This design comes from an exercise in tuning for small area and a short achievable clock period on the open sky130 flow, not from production work.
Only simulation tests tie the RTL to the original design; equivalence was not proved.

Design synth, start of the top module:
module synth (reset, freqs, play, clk, out, volume);
	input  logic        reset, clk;
	input  logic [5:0]  play;
	input  logic [71:0] freqs;
	input  logic [23:0] volume;
	output logic [23:0] out;
	logic [5:0][23:0] w;
	genvar n;
	generate
		for (n = 0; n < 6; n = n + 1) begin : all_notes
			Triangle_wave tr_note (.freq(freqs[12*n +: 12]), .clk(clk), .out(w[n]), .reset(reset),
				.stop(~play[n]), .volume(volume[4*n +: 4]));
		end
	endgenerate
	logic [5:0][22:0] wm;
	logic [5:0]       wn;
	generate
		for (n = 0; n < 6; n = n + 1) begin : mask
			if (n < 5) begin : m
				assign wm[n] = w[n][22:0] & {23{play[n]}};
				assign wn[n] = ~(w[n][23] & play[n]);
			end else begin : m
				assign wm[n] = w[n][22:0];
				assign wn[n] = ~w[n][23];
			end
		end
	endgenerate
	logic [26:0] S, SA, SB;
	logic ms_w1, ms_w2, ms_w3, ms_w4, ms_w5, ms_w6, ms_w7, ms_w8, ms_w9, ms_w10, ms_w11, ms_w12;
  ...
make LEC_CHECK=0 ABC_AREA=1 CAP_MARGIN=20 CORE_MARGIN=2 CORE_UTILIZATION=40 SLEW_MARGIN=20 finish   # period 120.0 ns
run.sh (not shown) runs the stock make flow with config.mk's settings and CLKGATE_MAP_FILE= SYNTH_SCRIPT=/design/flow/synth_recipe.tcl, a recipe that flattens the netlist after the stock synthesis.
Next try:
- ABC_AREA: 1 -> not set
Outcome: Wire length came out higher by 24%; setup slack degrades by 2.6 ns; critical path depth came out lower by 15.

Setup of job 8706:
synth, a different RTL version from the one above (not shown whole).
Size: roughly 4400 cells after synthesis, about 96 flip-flops, roughly 130 I/O pins, about 0.030 mm2 of cells after synthesis.
==> flow/config.mk <==
export PLATFORM = sky130hd
export DESIGN_NAME = synth
export DESIGN_NICKNAME = synth
export VERILOG_FILES = /design/flow/design.v
export SDC_FILE = /design/flow/constraint.sdc
export NUM_CORES = 4
export LEC_CHECK = 0
export ABC_AREA = 1
export CAP_MARGIN = 20
export CORE_MARGIN = 2
export CORE_UTILIZATION = 65
export SLEW_MARGIN = 20
==> flow/constraint.sdc <==
create_clock -name core_clock -period 120.0 [get_ports {clk}]
set_input_delay 24.0000 -clock core_clock [delete_from_list [all_inputs] [get_ports {clk}]]
set_output_delay 24.0000 -clock core_clock [all_outputs]
set_load 0.01 [all_outputs]
standard.sh (not shown) runs the stock make flow with config.mk's settings and CLKGATE_MAP_FILE= SYNTH_SCRIPT=/design/flow/synth_recipe.tcl, a recipe that flattens the netlist after the stock synthesis.
==> flow/flow/run.sh <==
#!/bin/bash
# The standard layout, with plain buffers (buf_2) on the ports instead of the
# default delay-cell buffers; everything else is the standard.sh.
set -euo pipefail
export BUFFER_PORTS_ARGS="-buffer_cell sky130_fd_sc_hd__buf_2"
bash standard.sh > standard.log 2>&1
Job 8706 finished end to end and its layout was clean on timing, DRC and antenna.
Inputs modified between job 8706 and job 7048:
==> flow/run.sh (new file) <==
#!/bin/bash
# synth_recipe.tcl (not shown) runs the flow's synth.tcl, then flattens the netlist and writes it again
# the make line also repeats each setting of config.mk as NAME=value (left out here)
make -C /OpenROAD-flow-scripts/flow DESIGN_CONFIG=/design/flow/config.mk WORK_HOME=/design/flow/orfs CLKGATE_MAP_FILE= SYNTH_SCRIPT=/design/flow/synth_recipe.tcl finish
diff --git a/flow/config.mk b/flow/config.mk
--- a/flow/config.mk
+++ b/flow/config.mk
@@ -9,4 +9,4 @@
 export CAP_MARGIN = 20
 export CORE_MARGIN = 2
-export CORE_UTILIZATION = 65
+export CORE_UTILIZATION = 40
 export SLEW_MARGIN = 20
removed: flow/flow/run.sh
removed: flow/standard.sh
==> comparison <==
- Cmp job 7048 vs job 8706: count of clock-buffer cells in the layout higher in job 7048
- From job 8706 to job 7048 the numbers moved as follows: average routed wire per standard cell saw a decrease; via count saw a decrease; total of fill cells in the finished design saw an increase.
- Every run in the comparison, job 7048 and job 8706, completed the flow with a clean layout.
> inputs changed (job 7048 -> job 4428)
==> flow/flow/run.sh (new file) <==
#!/bin/bash
# The standard layout, with plain buffers (buf_2) on the ports instead of the
# default delay-cell buffers, and timing repair aiming for 66 ns of setup slack
# (a 54 ns period) instead of 0; everything else is the standard.sh.
set -euo pipefail
export BUFFER_PORTS_ARGS="-buffer_cell sky130_fd_sc_hd__buf_2"
export SETUP_SLACK_MARGIN=66
bash standard.sh > standard.log 2>&1
==> flow/standard.sh (new file) <==
#!/bin/bash
# synth_recipe.tcl (not shown) runs the flow's synth.tcl, then flattens the netlist and writes it again
# the make line also repeats each setting of config.mk as NAME=value (left out here)
make -C /OpenROAD-flow-scripts/flow DESIGN_CONFIG=/design/flow/config.mk WORK_HOME=/design/flow/orfs CLKGATE_MAP_FILE= SYNTH_SCRIPT=/design/flow/synth_recipe.tcl "${@:-finish}"
diff --git a/flow/config.mk b/flow/config.mk
--- a/flow/config.mk
+++ b/flow/config.mk
@@ -9,4 +9,4 @@
 export CAP_MARGIN = 20
 export CORE_MARGIN = 2
-export CORE_UTILIZATION = 40
+export CORE_UTILIZATION = 65
 export SLEW_MARGIN = 20
removed: flow/run.sh
[summary]
- Global routing usage on met3 in job 4428 is 3.1 points higher than in job 7048
- The higher count of clock-buffer cells in the layout came out of job 7048.
- Worst-path maximum fanout, job 4428 and job 7048: larger value in job 7048
- For job 4428, the worst setup path endpoint was out[6], unlike job 7048, where it was out[18].
- Job 4428 ends up with a average wire per cell in the routed design that is 14% higher than in job 7048.
- [compare] base=job 7048 new=job 4428: relative area change from synthesis to final layout shows an increase of 10 points, initial core utilization up 26 points.

port drivers added, routing unchanged:
In the flow no input, the clock included, has a driving cell. The finished layouts below were timed again as built, in two steps.
Step 1 (the two cells are an assumption about what drives the block):
set clk [get_ports {clk}]
set_driving_cell -lib_cell sky130_fd_sc_hd__clkbuf_16 $clk
set_driving_cell -lib_cell sky130_fd_sc_hd__buf_2 [delete_from_list [all_inputs] $clk]
Step 2 adds t to the input delays and takes it off the output delays; t is the mean of the earliest and latest rising clock arrival at the registers after step 1. Input paths then give back, and output paths get back, about the clock's delay inside the block.
Three values: no drivers, after step 1, after step 2; two values: the first two.
run	t, ns	setup WS [ns]	worst setup path at the end	clock arrival spread, ns	cell pins on the clock port's net
the first run of note 1	0.450	59.298 / 59.237 / 59.237	input to output	0.014 / 0.014	1
the second run of note 1	0.450	56.704 / 56.591 / 56.591	input to output	0.016 / 0.017	1
job 8706	0.457	60.864 / 60.827 / 60.827	input to output	0.019 / 0.019	1
job 7048	0.446	59.623 / 59.576 / 59.576	input to output	0.011 / 0.012	1
job 4428	0.449	62.390 / 62.198 / 62.198	input to output	0.012 / 0.011	1
After both steps setup and hold are still met in every run listed. The setup slack of job 4428, which loses most, moves by -0.192 ns with the drivers and by -0.192 ns with both steps.
